This design comes from an exercise in tuning for small area, a short achievable clock period and few clock cycles on the open sky130 flow, not from production work.
Function was checked by simulation only, so behaviour that the tests miss may differ from the original.
Power is estimated from default activity; no workload was simulated.

$ cat design.v
module IF(clk,reset,intterupt,stall,flush,exception,
    PCSrcID,branchaddrID,jumpaddrID,instructionIF,
    PCIF,PCplus4IF,instructionID,imem_data,PC);
    input clk,reset,intterupt,stall,flush,exception;
    input [2:0] PCSrcID;
    input [31:0] branchaddrID,jumpaddrID;
    input [31:0] instructionID; 
    output [31:0] instructionIF;
    output [31:0] PCplus4IF,PCIF;
    input [31:0] imem_data; 
    output reg [31:0] PC;
    wire [31:0] PCnext;
    assign PCIF=flush? PC-32'd4:PC;
    assign PCplus4IF=(stall)?PC:PC+32'd4;
    assign PCnext=
        (PCSrcID==3)? 32'h80000004:
        (PCSrcID==4)? 32'h80000008:
        (stall)? PC:
        (PCSrcID==1)? branchaddrID:
        (PCSrcID==2)? jumpaddrID:
        (PCSrcID==0)? PCplus4IF:32'd0;
    always @(posedge clk or posedge reset) 
    begin
        if (reset) begin
            PC<=0;
        end
        else begin
            PC<=PCnext;
        end
    end
    wire [31:0] instructionPC;
    assign instructionPC=imem_data;
    assign instructionIF=flush? 32'b0: stall? instructionID: instructionPC;
endmodule
module IF_ID(clk,reset,intterupt,PCIF,PCplus4IF,instructionIF,PCID,PCplus4ID,instructionID);
    input clk,reset,intterupt;
    input [31:0] PCplus4IF,PCIF;
    input [31:0] instructionIF;
    output reg [31:0] PCplus4ID,PCID;
    output reg [31:0] instructionID;
    always @(posedge clk or posedge reset)
    begin
        if (reset)
        begin
            PCplus4ID<=0;
            PCID<=0;
            instructionID<=0;
        end
        else begin
            PCplus4ID<=PCplus4IF;
            PCID<=PCIF;
            instructionID<=instructionIF;
        end
    end
endmodule
module Control(OpCode,Funct,stall,intterupt,exception,
	BranchID,JumpID,JRID,RegWriteID,RegDstID,MemReadID,MemWriteID,MemtoRegID,ALUSrcID,ExtOpID,ALUOpID);
	input [5:0] OpCode;
	input [5:0] Funct;
	input stall,intterupt,exception;
	output BranchID,JumpID,RegWriteID,MemReadID,MemWriteID,ALUSrcID,ExtOpID,JRID;
	output [1:0] RegDstID,MemtoRegID;
	output [3:0] ALUOpID;
	assign ALUOpID[2:0] = 
		(OpCode == 6'h00)? 3'b010: 
		(OpCode == 6'h04)? 3'b001: 
		(OpCode == 6'h0c)? 3'b100: 
		(OpCode == 6'h0d)? 3'b011: 
		(OpCode == 6'h0f)? 3'b110: 
		(OpCode == 6'h0a || OpCode == 6'h0b)? 3'b101:3'b000; 
	assign ALUOpID[3] = OpCode[0];
	assign BranchID=
		(OpCode == 6'h04 || OpCode==6'h05 || OpCode==6'h06 || OpCode==6'h07)? 1:0;
	assign JumpID=
		(OpCode==6'h02 || OpCode==6'h03 || (OpCode==6'h00 & Funct==6'h08) || (OpCode==6'h00 & Funct==6'h09))?1:0; 
	assign JRID=
		(OpCode==6'h00 & (Funct==6'h08 | Funct==6'h09));
	assign RegWriteID=
		(intterupt | exception)? 1:
		(stall)? 0:
		(OpCode == 6'h2b || OpCode == 6'h04 || OpCode == 6'h05 || OpCode==6'h06 || OpCode==6'h07 ||
		 OpCode == 6'h02 || (OpCode == 6'h00 & Funct == 6'h08))? 0:1; 
	assign RegDstID=
		(intterupt | exception)? 2'b11:
		(OpCode == 6'h23 || OpCode == 6'h0f || OpCode == 6'h08 || OpCode == 6'h09 || OpCode == 6'h0c || OpCode == 6'h0b || OpCode == 6'h0a || OpCode==6'h0d)? 2'b00:
		(OpCode == 6'h03 || (OpCode==6'h00 & Funct==6'h09))? 2'b10:2'b01;
	assign MemReadID=
		(stall)? 0:
		(OpCode == 6'h23)? 1:0;
	assign MemWriteID=
		(stall | intterupt)? 0:
		(OpCode == 6'h2b)? 1:0;
	assign MemtoRegID=
		intterupt? 2'b11:
		(OpCode == 6'h23)? 2'b01:
		(exception || OpCode == 6'h03 || (OpCode == 6'h00 & Funct == 6'h09))? 2'b10:2'b00;
	assign ALUSrcID=
		(OpCode == 6'h23 || OpCode == 6'h2b || OpCode == 6'h0f || OpCode == 6'h08 || OpCode == 6'h09 || OpCode == 6'h0c || OpCode == 6'h0a || OpCode == 6'h0b || OpCode==6'h0d)? 1:0;
	assign ExtOpID=
		(OpCode == 6'h0c || OpCode==6'h0d)? 0:1;
endmodule
module Compare(forwardout1ID,forwardout2ID,OpCode,compare);
    input [31:0] forwardout1ID,forwardout2ID;
    input [5:0] OpCode;
    output compare;
    wire [31:0] diff;
    assign diff=forwardout1ID-forwardout2ID;
    assign compare=
        (OpCode==6'h4 & diff==0) | (OpCode==6'h5 & diff!=0) | (OpCode==6'h6 & $signed(forwardout1ID)<=0) | (OpCode==6'h7 & $signed(forwardout1ID)>0);
endmodule
module RegisterFile(reset,clk,RegWriteWB,readaddr1,readaddr2,regwriteaddrWB,regwritedataWB,
	readdata1,readdata2);
	input reset,clk;
	input RegWriteWB;
	input [4:0] readaddr1,readaddr2,regwriteaddrWB;
	input [31:0] regwritedataWB;
	output [31:0] readdata1,readdata2;
	reg [31:0] RF_data[31:1];
	assign readdata1 = (readaddr1 == 5'b00000)? 32'h00000000: RF_data[readaddr1];
	assign readdata2 = (readaddr2 == 5'b00000)? 32'h00000000: RF_data[readaddr2];
	integer i;
	always @(posedge reset or posedge clk)
		if (reset)
			for (i = 1; i < 32; i = i + 1)
				RF_data[i] <= 32'h00000000;
		else if (RegWriteWB && (regwriteaddrWB != 5'b00000))
			RF_data[regwriteaddrWB] <= regwritedataWB;
endmodule
module DataForward(clk,reset,intterupt,
    readdata1,readdata2,
    regwritedataWB,ALUoutMEM,
    regwriteaddrWB,regwriteaddrMEM,rsaddr,rtaddr,
    RegWriteWB,RegWriteMEM,
    forwardout1,forwardout2);
    input clk,reset,intterupt;
    input [31:0] readdata1,readdata2,regwritedataWB,ALUoutMEM;
    input [4:0] regwriteaddrWB,regwriteaddrMEM,rsaddr,rtaddr;
    input RegWriteWB,RegWriteMEM;
    output [31:0] forwardout1,forwardout2;
    wire [1:0] Forward1,Forward2; 
    assign Forward1=(RegWriteMEM & (regwriteaddrMEM!=0) & (regwriteaddrMEM==rsaddr))? 2'b01:
        (RegWriteWB & (regwriteaddrWB!=0) & (regwriteaddrWB==rsaddr))? 2'b10:2'b00;
    assign Forward2=(RegWriteMEM & (regwriteaddrMEM!=0) & (regwriteaddrMEM==rtaddr))? 2'b01:
        (RegWriteWB & (regwriteaddrWB!=0) & (regwriteaddrWB==rtaddr))? 2'b10:2'b00;
    assign forwardout1=(Forward1==2'b01)? ALUoutMEM:(Forward1==2'b10)? regwritedataWB:readdata1;
    assign forwardout2=(Forward2==2'b01)? ALUoutMEM:(Forward2==2'b10)? regwritedataWB:readdata2;
endmodule
module ID(clk,reset,intterupt,stall,exception,instructionID,PCplus4ID,PCID,regwriteaddrWB,regwritedataWB,RegWriteWB,RegWriteMEM,
    ALUoutMEM,regwriteaddrMEM,readdata1ID,readdata2ID,extenddataID,rdaddrID,rtaddrID,rsaddrID,branchaddrID,jumpaddrID,
    JumpID,JRID,PCSrcID,RegWriteID,ExtOpID,MemReadID,MemWriteID,ALUSrcID,MemtoRegID,BranchID,RegDstID,ALUOpID,FunctID,shamtID);
    input clk,reset,intterupt,stall;
    input [31:0] instructionID,PCplus4ID,PCID;
    input [4:0] regwriteaddrWB,regwriteaddrMEM;
    input [31:0] regwritedataWB,ALUoutMEM;
    input RegWriteWB,RegWriteMEM;
    output exception;
    output [31:0] readdata1ID;
    output [31:0] readdata2ID;
    output [31:0] extenddataID;
    output [31:0] branchaddrID,jumpaddrID;
    output [4:0] rdaddrID,rtaddrID,rsaddrID,shamtID;
    output RegWriteID,ExtOpID,MemReadID,MemWriteID,ALUSrcID,BranchID,JumpID,JRID;
    output [1:0] RegDstID,MemtoRegID;
    output [3:0] ALUOpID;
    output [5:0] FunctID;
    output [2:0] PCSrcID;
    assign exception=(instructionID[31:26]==6'h3f);
    Control Control(.OpCode(instructionID[31:26]),.Funct(instructionID[5:0]),.stall(stall),.intterupt(intterupt),.exception(exception),
		.BranchID(BranchID),.RegWriteID(RegWriteID),.RegDstID(RegDstID),.JumpID(JumpID),.JRID(JRID), 
		.MemReadID(MemReadID),.MemWriteID(MemWriteID),.MemtoRegID(MemtoRegID),
		.ALUSrcID(ALUSrcID),.ExtOpID(ExtOpID),.ALUOpID(ALUOpID));
    wire [31:0] regreaddata1,regreaddata2;
    RegisterFile RegisterFile(.reset(reset),.clk(clk),.RegWriteWB(RegWriteWB),
        .readaddr1(instructionID[25:21]),.readaddr2(instructionID[20:16]),.regwriteaddrWB(regwriteaddrWB),.regwritedataWB(regwritedataWB),
	    .readdata1(regreaddata1),.readdata2(regreaddata2));
    assign extenddataID={ExtOpID? {16{instructionID[15]}}:16'h0000, instructionID[15:0]};
    assign rdaddrID=instructionID[15:11];
    assign rtaddrID=instructionID[20:16];
    assign rsaddrID=instructionID[25:21];
    assign shamtID=instructionID[10:6];
    assign FunctID=instructionID[5:0];
    wire forwardWB_ID1,forwardWB_ID2;
    assign forwardWB_ID1=RegWriteWB & (regwriteaddrWB!=0) & (regwriteaddrWB==instructionID[25:21]);
    assign forwardWB_ID2=RegWriteWB & (regwriteaddrWB!=0) & (regwriteaddrWB==instructionID[20:16]);
    assign readdata1ID=forwardWB_ID1? regwritedataWB:regreaddata1;
    assign readdata2ID=forwardWB_ID2? regwritedataWB:regreaddata2; 
    wire compare;
    wire [31:0] forwardout1ID,forwardout2ID;
    Compare Compare(.forwardout1ID(forwardout1ID),.forwardout2ID(forwardout2ID),.OpCode(instructionID[31:26]),.compare(compare));
    assign PCSrcID=(intterupt)? 3'd3: (exception & PCID[31]==0)? 3'd4: (BranchID & compare)? 3'd1:(JumpID)?3'd2:3'd0;
    assign branchaddrID=PCplus4ID+{extenddataID[29:0],2'b00};
    DataForward DataForwardID(.clk(clk),.reset(reset),.intterupt(intterupt),
      .readdata1(readdata1ID),.readdata2(readdata2ID),.regwritedataWB(regwritedataWB),.ALUoutMEM(ALUoutMEM), 
      .regwriteaddrWB(regwriteaddrWB),.regwriteaddrMEM(regwriteaddrMEM),.rsaddr(rsaddrID),.rtaddr(rtaddrID),
      .RegWriteWB(RegWriteWB),.RegWriteMEM(RegWriteMEM), 
      .forwardout1(forwardout1ID),.forwardout2(forwardout2ID)); 
    assign jumpaddrID=JRID?forwardout1ID:{PCplus4ID[31:28],instructionID[25:0],2'b00};
endmodule
module StallFlush(clk,reset,intterupt,
    MemReadEX,rtaddrEX,rtaddrID,rsaddrID,PCSrcID,BranchID,JRID,regwriteaddrEX,
    MemReadMEM,regwriteaddrMEM,MemtoRegMEM,RegWriteEX,
    stall,flush);
    input clk,reset,intterupt;
    input MemReadEX,BranchID,JRID,MemReadMEM,RegWriteEX;
    input [4:0] regwriteaddrEX,rtaddrEX,rsaddrID,rtaddrID,regwriteaddrMEM;
    input [2:0] PCSrcID;
    input [1:0] MemtoRegMEM;
    output stall,flush;
    assign stall=(MemReadEX & (rtaddrEX!=0) & ((rtaddrEX==rsaddrID) | (rtaddrEX==rtaddrID))) 
    | (BranchID & RegWriteEX & (regwriteaddrEX!=0) & (regwriteaddrEX==rsaddrID | regwriteaddrEX==rtaddrID)) 
    | (BranchID & MemReadMEM & (regwriteaddrMEM!=0) & ((regwriteaddrMEM==rsaddrID) | (regwriteaddrMEM==rtaddrID))) 
    | (BranchID & (MemtoRegMEM==2'b10) & (rsaddrID==5'b11111 | rtaddrID==5'b11111)) 
    | (BranchID & (MemtoRegMEM==2'b11) & (rsaddrID==5'b11010 | rtaddrID==5'b11010)) 
    | (JRID & RegWriteEX & (regwriteaddrEX!=0) & (regwriteaddrEX==rsaddrID)) 
    | (JRID & MemReadMEM & (regwriteaddrMEM!=0) & (regwriteaddrMEM==rsaddrID)) 
    | (JRID & (MemtoRegMEM==2'b10) & rsaddrID==5'b11111) 
    | (JRID & (MemtoRegMEM==2'b11) & rsaddrID==5'b11010); 
    assign flush=(stall!=1) & (PCSrcID!=0);
endmodule
module ID_EX(clk,reset,intterupt,
    PCplus4ID,readdata1ID,readdata2ID,extenddataID,rdaddrID,rtaddrID,rsaddrID,
    RegWriteID,ExtOpID,MemReadID,MemWriteID,FunctID,shamtID,PCID,
    ALUSrcID,MemtoRegID,RegDstID,ALUOpID,
    PCplus4EX,readdata1EX,readdata2EX,extenddataEX,rdaddrEX,rtaddrEX,rsaddrEX,
    RegWriteEX,ExtOpEX,MemReadEX,MemWriteEX,FunctEX,shamtEX,PCEX,
    ALUSrcEX,MemtoRegEX,RegDstEX,ALUOpEX);
    input clk,reset,intterupt;
    input [31:0] PCplus4ID,readdata1ID,readdata2ID,extenddataID,PCID;
    input [4:0] rdaddrID,rtaddrID,rsaddrID,shamtID;
    input RegWriteID,ExtOpID,MemReadID,MemWriteID,ALUSrcID;
    input [1:0] RegDstID,MemtoRegID;
    input [3:0] ALUOpID;
    input [5:0] FunctID;
    output reg [31:0] PCplus4EX,readdata1EX,readdata2EX,extenddataEX,PCEX;
    output reg [4:0] rdaddrEX,rtaddrEX,rsaddrEX,shamtEX;
    output reg RegWriteEX,ExtOpEX,MemReadEX,MemWriteEX,ALUSrcEX;
    output reg [1:0] RegDstEX,MemtoRegEX;
    output reg [3:0] ALUOpEX;
    output reg [5:0] FunctEX;
    always @(posedge clk or posedge reset)
    begin
        if(reset) begin
            PCplus4EX<=0;
            PCEX<=0;
            readdata1EX<=0;
            readdata2EX<=0;
            extenddataEX<=0;
            rdaddrEX<=0;
            rtaddrEX<=0;
            rsaddrEX<=0;
            shamtEX<=0;
            RegWriteEX<=0;
            ExtOpEX<=0;
            MemReadEX<=0;
            MemWriteEX<=0;
            ALUSrcEX<=0;
            MemtoRegEX<=0;
            RegDstEX<=0;
            ALUOpEX<=0;
            FunctEX<=0;
        end
        else begin
            PCplus4EX<=PCplus4ID;
            PCEX<=PCID;
            readdata1EX<=readdata1ID;
            readdata2EX<=readdata2ID;
            extenddataEX<=extenddataID;
            rdaddrEX<=rdaddrID;
            rtaddrEX<=rtaddrID;
            rsaddrEX<=rsaddrID;
            shamtEX<=shamtID;
            RegWriteEX<=RegWriteID;
            ExtOpEX<=ExtOpID;
            MemReadEX<=MemReadID;
            MemWriteEX<=MemWriteID;
            ALUSrcEX<=ALUSrcID;
            MemtoRegEX<=MemtoRegID;
            RegDstEX<=RegDstID;
            ALUOpEX<=ALUOpID;
            FunctEX<=FunctID;
        end
    end
endmodule
module ALUControl(ALUOp, Funct, ALUCt, Sign);
	input [3:0] ALUOp;
	input [5:0] Funct;
	output reg [4:0] ALUCt;
	output Sign;
	parameter aluAND = 5'b00000;
	parameter aluOR  = 5'b00001;
	parameter aluADD = 5'b00010;
	parameter aluSUB = 5'b00110;
	parameter aluSLT = 5'b00111;
	parameter aluNOR = 5'b01100;
	parameter aluXOR = 5'b01101;
	parameter aluSLL = 5'b10000;
	parameter aluSRL = 5'b11000;
	parameter aluSRA = 5'b11001;
	parameter aluLU  = 5'b11010;
	assign Sign = (ALUOp[2:0] == 3'b010)? ~Funct[0]: ~ALUOp[3];
	reg [4:0] aluFunct;
	always @(*)
		case (Funct)
			6'b00_0000: aluFunct <= aluSLL;
			6'b00_0010: aluFunct <= aluSRL;
			6'b00_0011: aluFunct <= aluSRA;
			6'b10_0000: aluFunct <= aluADD;
			6'b10_0001: aluFunct <= aluADD;
			6'b10_0010: aluFunct <= aluSUB;
			6'b10_0011: aluFunct <= aluSUB;
			6'b10_0100: aluFunct <= aluAND;
			6'b10_0101: aluFunct <= aluOR;
			6'b10_0110: aluFunct <= aluXOR;
			6'b10_0111: aluFunct <= aluNOR;
			6'b10_1010: aluFunct <= aluSLT;
			6'b10_1011: aluFunct <= aluSLT;
			default: aluFunct <= aluADD;
		endcase
	always @(*)
		case (ALUOp[2:0])
			3'b000: ALUCt <= aluADD;
			3'b001: ALUCt <= aluSUB;
			3'b100: ALUCt <= aluAND;
			3'b011: ALUCt <= aluOR;
			3'b101: ALUCt <= aluSLT;
			3'b110: ALUCt <= aluLU;
			3'b010: ALUCt <= aluFunct;
			default: ALUCt <= aluADD;
		endcase
endmodule
module ALU(in1, in2, ALUCt, Sign, out, zero,shamt);
	input [31:0] in1, in2;
	input [4:0] ALUCt,shamt;
	input Sign;
	output reg [31:0] out;
	output zero;
	assign zero = (out == 0);
	wire ss;
	assign ss = {in1[31], in2[31]};
	wire lt_31;
	assign lt_31 = (in1[30:0] < in2[30:0]);
	wire lt_signed;
	assign lt_signed = (in1[31] ^ in2[31])? 
		((ss == 2'b01)? 0: 1): lt_31;
	always @(*)
		case (ALUCt)
			5'b00000: out <= in1 & in2;
			5'b00001: out <= in1 | in2;
			5'b00010: out <= in1 + in2;
			5'b00110: out <= in1 - in2;
			5'b00111: out <= {31'h00000000, Sign? lt_signed: (in1 < in2)};
			5'b01100: out <= ~(in1 | in2);
			5'b01101: out <= in1 ^ in2;
			5'b10000: out <= (in2 << shamt);
			5'b11000: out <= (in2 >> shamt);
			5'b11001: out <= ({{32{in2[31]}}, in2} >> shamt);
			5'b11010: out <= {in2[15:0],16'b0};
			default: out <= 32'h00000000;
		endcase
endmodule
module EX(clk,reset,intterupt,
    readdata1EX,readdata2EX,extenddataEX,rdaddrEX,rtaddrEX,rsaddrEX,shamtEX,
    regwritedataWB,ALUoutMEM,regwriteaddrWB,regwriteaddrMEM,RegWriteWB,RegWriteMEM,
    ALUSrcEX,ALUOpEX,RegDstEX,FunctEX,
    ALUequalEX,ALUoutEX,memwritedataEX,regwriteaddrEX);
    input clk,reset,intterupt;
    input [31:0] readdata1EX,readdata2EX,extenddataEX;
    input [31:0] regwritedataWB,ALUoutMEM;
    input [4:0] rdaddrEX,rtaddrEX,rsaddrEX;
    input [4:0] regwriteaddrMEM,regwriteaddrWB;
    input [4:0] shamtEX;
    input ALUSrcEX;
    input RegWriteMEM,RegWriteWB;
    input [1:0] RegDstEX;
    input [3:0] ALUOpEX;
    input [5:0] FunctEX;
    output ALUequalEX;
    output [31:0] ALUoutEX,memwritedataEX;
    output [4:0] regwriteaddrEX;
    wire [4:0] ALUCt;
    wire Sign;
    ALUControl ALUControl(.ALUOp(ALUOpEX),.Funct(FunctEX),.ALUCt(ALUCt),.Sign(Sign));
    wire [31:0] forwardout1EX,forwardout2EX;
    DataForward DataForwardEX(.clk(clk),.reset(reset),.intterupt(intterupt),
        .readdata1(readdata1EX),.readdata2(readdata2EX),.regwritedataWB(regwritedataWB),.ALUoutMEM(ALUoutMEM), 
        .regwriteaddrWB(regwriteaddrWB),.regwriteaddrMEM(regwriteaddrMEM),.rsaddr(rsaddrEX),.rtaddr(rtaddrEX),
        .RegWriteWB(RegWriteWB),.RegWriteMEM(RegWriteMEM), 
        .forwardout1(forwardout1EX),.forwardout2(forwardout2EX)); 
    wire [31:0] ALUin2;
    assign ALUin2=ALUSrcEX?extenddataEX:forwardout2EX;
    ALU ALU(.in1(forwardout1EX),.in2(ALUin2),.ALUCt(ALUCt),.Sign(Sign),.shamt(shamtEX),
        .out(ALUoutEX),.zero(ALUequalEX));
    assign memwritedataEX=forwardout2EX;
    assign regwriteaddrEX=(RegDstEX==2'b00)? rtaddrEX:(RegDstEX==2'b01)? rdaddrEX:(RegDstEX==2'b10)? 5'b11111:5'b11010;
endmodule
module EX_MEM(clk,reset,intterupt,
    ALUequalEX,MemWriteEX,MemReadEX,MemtoRegEX,RegWriteEX,
    ALUoutEX,memwritedataEX,regwriteaddrEX,PCplus4EX,PCEX,
    ALUequalMEM,MemWriteMEM,MemReadMEM,MemtoRegMEM,RegWriteMEM,
    ALUoutMEM,memwritedataMEM,regwriteaddrMEM,PCplus4MEM,PCMEM);
    input clk,reset,intterupt;
    input ALUequalEX,MemWriteEX,MemReadEX,RegWriteEX;
    input [1:0] MemtoRegEX; 
    input [31:0] ALUoutEX,memwritedataEX,PCplus4EX,PCEX;
    input [4:0] regwriteaddrEX;
    output reg ALUequalMEM,MemWriteMEM,MemReadMEM,RegWriteMEM;
    output reg [1:0] MemtoRegMEM;
    output reg [31:0] ALUoutMEM,memwritedataMEM,PCplus4MEM,PCMEM;
    output reg [4:0] regwriteaddrMEM;
    always @(posedge clk or posedge reset)
    begin
        if(reset) begin
            ALUequalMEM<=0;
            MemWriteMEM<=0;
            MemReadMEM<=0;
            MemtoRegMEM<=0;
            RegWriteMEM<=0;
            ALUoutMEM<=0;
            memwritedataMEM<=0;
            regwriteaddrMEM<=0;
            PCplus4MEM<=0;
            PCMEM<=0;
        end
        else begin
            ALUequalMEM<=ALUequalEX;
            MemWriteMEM<=MemWriteEX;
            MemReadMEM<=MemReadEX;
            MemtoRegMEM<=MemtoRegEX;
            RegWriteMEM<=RegWriteEX;
            ALUoutMEM<=ALUoutEX;
            memwritedataMEM<=memwritedataEX;
            regwriteaddrMEM<=regwriteaddrEX;
            PCplus4MEM<=PCplus4EX;
            PCMEM<=PCEX;
        end
    end
endmodule
module MEM(clk,reset,
    memaddrMEM,memwritedataMEM,
    ALUequalMEM,MemWriteMEM,MemReadMEM,
    memreaddataMEM,
    dmem_addr,dmem_wdata,dmem_we,dmem_re,dmem_rdata);
    input clk,reset;
    input [31:0] memaddrMEM,memwritedataMEM;
    input ALUequalMEM,MemWriteMEM,MemReadMEM;
    output [31:0] memreaddataMEM;
    output [31:0] dmem_addr,dmem_wdata;
    output dmem_we,dmem_re;
    input [31:0] dmem_rdata;
    assign dmem_addr=memaddrMEM;
    assign dmem_wdata=memwritedataMEM;
    assign dmem_we=MemWriteMEM;
    assign dmem_re=MemReadMEM;
    assign memreaddataMEM=MemReadMEM? dmem_rdata:32'h00000000;
endmodule
module MEM_WB(clk,reset,intterupt,
    ALUoutMEM,memreaddataMEM,regwriteaddrMEM,MemtoRegMEM,RegWriteMEM,PCplus4MEM,PCMEM,
    ALUoutWB,memreaddataWB,regwriteaddrWB,MemtoRegWB,RegWriteWB,PCplus4WB,PCWB);
    input clk,reset,intterupt;
    input [31:0] ALUoutMEM,memreaddataMEM,PCplus4MEM,PCMEM;
    input [4:0] regwriteaddrMEM;
    input [1:0] MemtoRegMEM;
    input RegWriteMEM;
    output reg [31:0] ALUoutWB,memreaddataWB,PCplus4WB,PCWB;
    output reg [4:0] regwriteaddrWB;
    output reg [1:0] MemtoRegWB;
    output reg RegWriteWB;
    always @(posedge clk or posedge reset)
    begin
        if(reset) begin
            ALUoutWB<=0;
            memreaddataWB<=0;
            regwriteaddrWB<=0;
            MemtoRegWB<=0;
            RegWriteWB<=0;
            PCplus4WB<=0;
            PCWB<=0;
        end
        else begin
            ALUoutWB<=ALUoutMEM;
            memreaddataWB<=memreaddataMEM;
            regwriteaddrWB<=regwriteaddrMEM;
            MemtoRegWB<=MemtoRegMEM;
            RegWriteWB<=RegWriteMEM;
            PCplus4WB<=PCplus4MEM;
            PCWB<=PCMEM;
        end
    end
endmodule
module WB(clk,reset,intterupt,
    memreaddataWB,ALUoutWB,PCplus4WB,PCWB,MemtoRegWB,regwritedataWB);
    input clk,reset,intterupt;
    input [31:0] memreaddataWB,ALUoutWB,PCplus4WB,PCWB;
    input [1:0] MemtoRegWB;
    output [31:0] regwritedataWB;
    assign regwritedataWB=(MemtoRegWB==2'b01)? memreaddataWB:(MemtoRegWB==2'b00)? ALUoutWB:(MemtoRegWB==2'b10)?PCplus4WB:PCWB;
endmodule
module CPU(reset, clk, imem_addr, imem_data, dmem_addr, dmem_wdata, dmem_we, dmem_re, dmem_rdata);
	input reset, clk; 
    output [31:0] imem_addr; 
    input [31:0] imem_data; 
    output [31:0] dmem_addr,dmem_wdata; 
    output dmem_we,dmem_re; 
    input [31:0] dmem_rdata; 
    wire stall,flush; 
    wire intterupt,exception;
    assign intterupt=1'b0; 
    wire [2:0] PCSrcID; 
    wire [31:0] jumpaddrID; 
    wire [31:0] branchaddrID; 
    wire [31:0] instructionIF,instructionID; 
    wire [31:0] PCplus4IF,PCIF; 
    IF IF(.clk(clk),.reset(reset),.intterupt(intterupt),.stall(stall),.flush(flush),.exception(exception),
        .PCSrcID(PCSrcID), 
        .branchaddrID(branchaddrID),.instructionID(instructionID),.jumpaddrID(jumpaddrID), 
        .imem_data(imem_data),.PC(imem_addr),
        .instructionIF(instructionIF),.PCplus4IF(PCplus4IF),.PCIF(PCIF)); 
    wire [31:0] PCplus4ID,PCID;
    IF_ID IF_ID(.clk(clk),.reset(reset),.intterupt(intterupt),
        .PCIF(PCIF),.PCplus4IF(PCplus4IF),.instructionIF(instructionIF), 
        .PCID(PCID),.PCplus4ID(PCplus4ID),.instructionID(instructionID)); 
    wire [4:0] regwriteaddrWB,regwriteaddrMEM; 
    wire [31:0] regwritedataWB,ALUoutMEM; 
    wire RegWriteWB,RegWriteMEM; 
    wire [31:0] readdata1ID;
    wire [31:0] readdata2ID; 
    wire [31:0] extenddataID; 
    wire [4:0] rdaddrID,rsaddrID,rtaddrID; 
    wire [4:0] shamtID;
    wire RegWriteID,ExtOpID,MemReadID,MemWriteID,ALUSrcID,BranchID,JumpID,JRID;
    wire [1:0] RegDstID,MemtoRegID;
    wire [3:0] ALUOpID;
    wire [5:0] FunctID; 
    ID ID(.clk(clk),.reset(reset),.intterupt(intterupt),.stall(stall),.exception(exception),
        .instructionID(instructionID),.PCplus4ID(PCplus4ID),.PCID(PCID),
        .regwriteaddrWB(regwriteaddrWB),.regwritedataWB(regwritedataWB),.RegWriteWB(RegWriteWB),
        .regwriteaddrMEM(regwriteaddrMEM),.ALUoutMEM(ALUoutMEM),.RegWriteMEM(RegWriteMEM), 
        .readdata1ID(readdata1ID),.readdata2ID(readdata2ID),.extenddataID(extenddataID),
        .rdaddrID(rdaddrID),.rtaddrID(rtaddrID),.rsaddrID(rsaddrID),.branchaddrID(branchaddrID),.jumpaddrID(jumpaddrID), 
        .RegWriteID(RegWriteID),.ExtOpID(ExtOpID),.MemReadID(MemReadID),.PCSrcID(PCSrcID),.shamtID(shamtID),
        .MemWriteID(MemWriteID),.ALUSrcID(ALUSrcID),.MemtoRegID(MemtoRegID),.JumpID(JumpID),.JRID(JRID),
        .BranchID(BranchID),.RegDstID(RegDstID),.ALUOpID(ALUOpID),.FunctID(FunctID)); 
    wire [31:0] PCplus4EX,PCEX;
    wire [31:0] readdata1EX;
    wire [31:0] readdata2EX; 
    wire [31:0] extenddataEX; 
    wire [4:0] rdaddrEX,rtaddrEX,rsaddrEX; 
    wire [4:0] shamtEX;
    wire RegWriteEX,ExtOpEX,MemReadEX,MemWriteEX,ALUSrcEX;
    wire [1:0] RegDstEX,MemtoRegEX;
    wire [3:0] ALUOpEX;
    wire [5:0] FunctEX; 
    wire [4:0] regwriteaddrEX;
    wire MemReadMEM;
    wire [1:0] MemtoRegMEM;
    StallFlush StallFlush(.clk(clk),.reset(reset),.intterupt(intterupt),
        .regwriteaddrEX(regwriteaddrEX),.BranchID(BranchID),.RegWriteEX(RegWriteEX),.JRID(JRID),
        .MemReadEX(MemReadEX),.rtaddrEX(rtaddrEX),.rtaddrID(rtaddrID),.rsaddrID(rsaddrID),.PCSrcID(PCSrcID),
        .MemReadMEM(MemReadMEM),.MemtoRegMEM(MemtoRegMEM),.regwriteaddrMEM(regwriteaddrMEM), 
        .stall(stall),.flush(flush)); 
    ID_EX ID_EX(.clk(clk),.reset(reset),.intterupt(intterupt),
        .readdata1ID(readdata1ID),.readdata2ID(readdata2ID),.extenddataID(extenddataID),.PCplus4ID(PCplus4ID),
        .rdaddrID(rdaddrID),.rtaddrID(rtaddrID),.rsaddrID(rsaddrID),.shamtID(shamtID),.PCID(PCID),
        .RegWriteID(RegWriteID),.ExtOpID(ExtOpID),.MemReadID(MemReadID),
        .MemWriteID(MemWriteID),.ALUSrcID(ALUSrcID),.MemtoRegID(MemtoRegID),
        .RegDstID(RegDstID),.ALUOpID(ALUOpID),.FunctID(FunctID),
        .readdata1EX(readdata1EX),.readdata2EX(readdata2EX),.extenddataEX(extenddataEX),.PCplus4EX(PCplus4EX),
        .rdaddrEX(rdaddrEX),.rtaddrEX(rtaddrEX),.rsaddrEX(rsaddrEX),.shamtEX(shamtEX),.PCEX(PCEX),
        .RegWriteEX(RegWriteEX),.ExtOpEX(ExtOpEX),.MemReadEX(MemReadEX),
        .MemWriteEX(MemWriteEX),.ALUSrcEX(ALUSrcEX),.MemtoRegEX(MemtoRegEX),
        .RegDstEX(RegDstEX),.ALUOpEX(ALUOpEX),.FunctEX(FunctEX));
    wire [31:0] ALUoutEX;
    wire [31:0] memwritedataEX;
    wire ALUequalEX;
    EX EX(.clk(clk),.reset(reset),.intterupt(intterupt),
        .readdata1EX(readdata1EX),.readdata2EX(readdata2EX),.extenddataEX(extenddataEX),
        .rdaddrEX(rdaddrEX),.rtaddrEX(rtaddrEX),.rsaddrEX(rsaddrEX),.shamtEX(shamtEX),
        .regwritedataWB(regwritedataWB),.ALUoutMEM(ALUoutMEM),.regwriteaddrWB(regwriteaddrWB),.regwriteaddrMEM(regwriteaddrMEM), 
        .RegWriteWB(RegWriteWB),.RegWriteMEM(RegWriteMEM),
        .ALUSrcEX(ALUSrcEX),.ALUOpEX(ALUOpEX),.RegDstEX(RegDstEX),.FunctEX(FunctEX), 
        .ALUequalEX(ALUequalEX), 
        .ALUoutEX(ALUoutEX),.memwritedataEX(memwritedataEX),.regwriteaddrEX(regwriteaddrEX)); 
    wire [31:0] memwritedataMEM;
    wire [31:0] PCplus4MEM,PCMEM;
    wire ALUequalMEM,MemWriteMEM; 
    EX_MEM EX_MEM(.clk(clk),.reset(reset),.intterupt(intterupt),
        .ALUequalEX(ALUequalEX),.MemWriteEX(MemWriteEX),.MemReadEX(MemReadEX),.MemtoRegEX(MemtoRegEX),.RegWriteEX(RegWriteEX),
        .ALUoutEX(ALUoutEX),.memwritedataEX(memwritedataEX),.regwriteaddrEX(regwriteaddrEX),.PCplus4EX(PCplus4EX),.PCEX(PCEX),
        .ALUequalMEM(ALUequalMEM),.MemWriteMEM(MemWriteMEM),.MemReadMEM(MemReadMEM),.MemtoRegMEM(MemtoRegMEM),.RegWriteMEM(RegWriteMEM),
        .ALUoutMEM(ALUoutMEM),.memwritedataMEM(memwritedataMEM),.regwriteaddrMEM(regwriteaddrMEM),.PCplus4MEM(PCplus4MEM),.PCMEM(PCMEM));
    wire [31:0] memreaddataMEM;
    MEM MEM(.clk(clk),.reset(reset),
        .memaddrMEM(ALUoutMEM),.memwritedataMEM(memwritedataMEM), 
        .ALUequalMEM(ALUequalMEM),.MemWriteMEM(MemWriteMEM),.MemReadMEM(MemReadMEM), 
        .memreaddataMEM(memreaddataMEM), 
        .dmem_addr(dmem_addr),.dmem_wdata(dmem_wdata),.dmem_we(dmem_we),.dmem_re(dmem_re),.dmem_rdata(dmem_rdata)); 
    wire [31:0] ALUoutWB;
    wire [31:0] memreaddataWB;
    wire [31:0] PCplus4WB,PCWB;
    wire [1:0] MemtoRegWB;
    MEM_WB MEM_WB(.clk(clk),.reset(reset),.intterupt(intterupt),
        .ALUoutMEM(ALUoutMEM),.memreaddataMEM(memreaddataMEM),.regwriteaddrMEM(regwriteaddrMEM),
        .MemtoRegMEM(MemtoRegMEM),.RegWriteMEM(RegWriteMEM),.PCplus4MEM(PCplus4MEM),.PCMEM(PCMEM),
        .ALUoutWB(ALUoutWB),.memreaddataWB(memreaddataWB),.regwriteaddrWB(regwriteaddrWB),
        .MemtoRegWB(MemtoRegWB),.RegWriteWB(RegWriteWB),.PCplus4WB(PCplus4WB),.PCWB(PCWB));
    WB WB(.clk(clk),.reset(reset),.intterupt(intterupt),
        .PCWB(PCWB),.PCplus4WB(PCplus4WB),.memreaddataWB(memreaddataWB),.ALUoutWB(ALUoutWB),.MemtoRegWB(MemtoRegWB), 
        .regwritedataWB(regwritedataWB)); 
endmodule
$ cat run.sh
#!/bin/bash
# synth_recipe.tcl (not shown) runs the flow's synth.tcl, then flattens the netlist and writes it again
# the make line also repeats each setting of config.mk as NAME=value (left out here)
make -C /OpenROAD-flow-scripts/flow DESIGN_CONFIG=/design/flow/config.mk WORK_HOME=/design/flow/orfs CLKGATE_MAP_FILE= SYNTH_SCRIPT=/design/flow/synth_recipe.tcl finish
$ cat config.mk
export PLATFORM = sky130hd
export DESIGN_NAME = CPU
export DESIGN_NICKNAME = CPU
export VERILOG_FILES = /design/flow/design.v
export SDC_FILE = /design/flow/constraint.sdc
export NUM_CORES = 4
export LEC_CHECK = 0
export CAP_MARGIN = 20
export CORE_MARGIN = 2
export CORE_UTILIZATION = 30
export SLEW_MARGIN = 20
$ cat constraint.sdc
create_clock -name core_clock -period 11.0 [get_ports {clk}]
set_input_delay 2.2000 -clock core_clock [delete_from_list [all_inputs] [get_ports {clk}]]
set_output_delay 2.2000 -clock core_clock [all_outputs]
set_load 0.01 [all_outputs]
==> results.toml <==
[synth]
synth_fa_ha_area_frac = 0.0251
synth_top_area_frac = 0.473
synth-compound-area-share = 0.228
yosysWarningCount = 9
syn-num-nets = 9328
synth_seq_cells = 1553
synth_area_leader_cell = "dfrtp_1"
synthCells = 9099
synth_edf_count = 0
netlist_top_cells_area = "dfrtp_1, o21ai_0, nand2_1"
synth.mux.area_fraction = 0.0442
avgSynthCellArea_um2 = 9.03
ys_seq_area_frac = 0.473
synth_top_family_by_area = "compound AO/OA/AOI/OAI gates"
syn-cell-area_mm2 = 0.0822
synth_ff_type = "dfrtp_1"
synth-xor-area-share = 0.0195
async_flop_share = 1.00
yosysUniqueCellTypes = 93
yosys.area_share.simple = 0.165

[final_layout]
drive_gt1_frac = 0.110
layout_commonest_cell = "dfrtp_1"
syn_to_final_growth_pct = 16.5
num-nets-final = 9253
fillers = 27500
regArea_mm2 = 0.0389
final_area_mm2 = 0.0958
most-common-layout-cells = "dfrtp_1, nand2_1, o21ai_0"
multi_input_area_mm2 = 0.0407
fin_util = 0.351

[sta]
timing.final.ws_setup_ps = 1340
hold_viol = 0
skew_ps = 82.6
tightest_slew_ps = 1350
rsz0062_at_grt = "no"
post-route-min-period_ps = 9660
fin_crit_sh = 0.878
setup_viol = 0
slew_headroom = 0.103
max_freq_mhz = 104
final.setup.tns_ps = 0
drv_slew = 0

[worst_setup_path]
path_max_fanout = 24
criticalPathCategory = "register to register"
start_kind = "register"
r2r_slack_ps = 1340
r2r_cells = 24
worstPathArrival_ps = 10440
r2r-end = "IF_ID.instructionID[22]"
endpoint_kind = "register"
worstPathRequired_ps = 11780
r2r-start = "IF_ID.instructionID[23]"

[placement]
portBuffers = 163
place.gp.congestion = 1.07
dpl_cell_area_mm2 = 0.0893
pre_cts_ws_ps = 1840
dp_hpwl_mm = 337

[floorplanning]
dieHeight_um = 527
core_mm2 = 0.273
start_util = 0.301
die_x_um = 527
rows = 192
die_area_mm2 = 0.278
boundaryPins = 164

[flow_run]
cap_violations = 0

[drt]
firstDrtPassIters = 11
routed_wirelength_mm = 482
antenna_left = 0
drt_iter0_drc = 13600
wire_per_inst_um = 37.8
drc = 0
vias = 81300
via_per_inst = 6.37

[worst_hold_path]
hold_path_class = "register to register"
hold_start = "EX_MEM.PCMEM[9]"
holdPathEnd = "MEM_WB.PCWB[9]"
whs_path_depth = 0

[global_routing]
grt_pass1_vias = 76600
grt_pass1_wl_mm = 656
antenna_found_initial = 35
grt_max_degree = 163
grt_use_total = 0.337
grt_overflow_total = 0

[clocking]
htreeDepth = 4
cts_resized = 0
clock_sinks = 1553
path_clk_slew_ps = 60
cts_root_buffer = "clkbuf_16"
postCtsSetupRepairBufs = 0
cts_tree = "yes"
numCtsBuffers = 186
cts_hold_buf = 0
cts.path.max_buffers = 4
insertion_delay_ps = 930

[power_and_ir_drop]
power_per_cell_area_mw_per_mm2 = 380
ir_drop_mv = 0.180
p_leak_nw = 41.3

[status]
outcome = "no timing/DRC/antenna violations"
==> flip-flops by register name, indices dropped and copies added (netlist names), 12 cells and up <==
name / flops
MEM_WB.memreaddataWB: 32
IF.PC: 32
ID_EX.readdata2EX: 32
IF_ID.PCplus4ID: 32
MEM_WB.ALUoutWB: 32
MEM_WB.PCWB: 32
EX_MEM.memwritedataMEM: 32
ID.RegisterFile.RF_data: 992
IF_ID.instructionID: 32
ID_EX.readdata1EX: 32
ID_EX.PCplus4EX: 32
EX_MEM.PCMEM: 32
ID_EX.PCEX: 30
EX_MEM.ALUoutMEM: 32
EX_MEM.PCplus4MEM: 30
ID_EX.extenddataEX: 12
IF_ID.PCID: 30
MEM_WB.PCplus4WB: 30
==> critical path, cell delays in order, from the launching register on <==
cell and delay (ps):
dfrtp_2 490, buf_4 380, and3b_2 640, buf_4 390
and3_1 200, a2111oi_0 790, nand3_1 150, nor3_1 1030
buf_4 260, o31ai_1 190, ha_1 310, nor4_1 350
a22oi_1 120, buf_4 190, a221o_1 340, a21boi_0 260
o22ai_1 110, a2111oi_0 570, o2111ai_1 290, or3b_2 550
a32o_1 370, or2_2 620, nor3_4 350, buf_4 360
a22o_1 200
==> cells in the mapped netlist (all sizes together) (47+ instances only) <==
cell	number
mux2	68
and2	51
a21oi	352
and3	196
a221oi	113
a22o	123
nor4	61
nand4	174
nor2	350
nand3	304
xnor2	104
xor2	79
nand2	1446
dfrtp	1553
ha	160
inv	166
buf	105
clkbuf	693
a2111oi	78
nand2b	51
o211ai	53
a31oi	47
a22oi	491
o21ai	1345
nor3	98
mux2i	257
==> metrics by stage <==
| stage | cells | hold slack (ps) | power [mW] |
|---|---|---|---|
| 6_report | 12800 | 332 | 36.4 |
| 5_1_grt | 12800 | 353 | 37.5 |
| 4_1_cts | 12800 | 338 | 35.4 |
| 3_5_place_dp | 12400 | 335 | 28.8 |
| 3_3_place_gp | 12400 | 331 | 28.9 |
| 2_1_floorplan | 9099 | 331 | 19.8 |
==> worst max-delay path by stage <==
stage,cells after the start,slack [ps],end,from
final,24,1340,IF_ID.instructionID[22],IF_ID.instructionID[23]
after global routing,27,1130,IF_ID.instructionID[22],IF_ID.instructionID[20]
after detailed placement,28,1840,IF_ID.instructionID[5],IF_ID.instructionID[20]
after CTS,28,1760,IF_ID.instructionID[22],IF_ID.instructionID[20]
after global placement,28,1630,IF_ID.instructionID[4],IF_ID.instructionID[20]
after floorplan,1,-12710,EX_MEM.ALUoutMEM[0],reset
==> layout make-up <==
cell class,count,share of cell area
Multi-Input combinational cell,6580,0.425
Sequential cell,1553,0.406
Clock buffer,244,0.0547
Timing Repair Buffer,535,0.0495
Tap cell,3589,0.0469
Clock inverter,87,0.0109
Inverter,168,0.00662
Antenna cell,20,0.000523
==> routing by layer <==
metal | up-vias | part of all wire | global-route usage
met3 | 1645 | 0.12 | 0.109
met2 | 6054 | 0.40 | 0.470
met1 | 40700 | 0.40 | 0.448
li1 | 32900 | - | -
met5 | - | 0.00046 | 0.00208
met4 | 19 | 0.075 | 0.204
==> kinds of logic (layout without fill, tap and decap cells) <==
| kind of cell | count (synthesis) | in the layout |
|---|---|---|
| flops | 1553 | 1553 |
| simple gates | 2924 | 2924 |
| fa+ha+maj | 163 | 163 |
| other cells | 0 | 20 |
| mux | 338 | 338 |
| xor+xnor | 183 | 183 |
| buf+inv | 966 | 1034 |
| compound gates | 2972 | 2972 |
==> power breakdown <==
| part | switching [mW] | internal [mW] | leakage, nW |
|---|---|---|---|
| Clock | 2.71 | 3.81 | 3.09 |
| Sequential | 2.97 | 8.02 | 20.1 |
| Combinational | 13.2 | 5.68 | 18.1 |
| Total | 18.8 | 17.5 | 41.3 |
Testbench counts, summed over its fixed seeds: cycles 103,966.

==> static timing again, ports no longer ideal <==
How much do the figures lean on ideal ports? The routed layout below was timed once more, with nothing changed but the port constraints.
Step 1 sets driving cells, clkbuf_16 on the clock port and buf_2 on the other inputs (assumed; they add their load-dependent delay and slew).
Step 2 moves the port delays by t, midway between the first and last clock arrival at a register: inputs arrive t later, outputs are due t later. That takes back most of the time a late clock gives input paths.
Slacks: ideal / step 1 / step 2; pairs: ideal / step 1.
t (ns): 0.964
setup WS [ns]: 1.343 / 1.343 / 1.343
clock arrival spread, ns: 0.084 / 0.084
slew at the worst register clock pin (ns): 0.08 / 0.08
worst slew at a driven data input, ns: 0.14
After both steps setup and hold are still met in this run. The setup slack of this run moves by 0.000 ns with the drivers and by 0.000 ns with both steps.
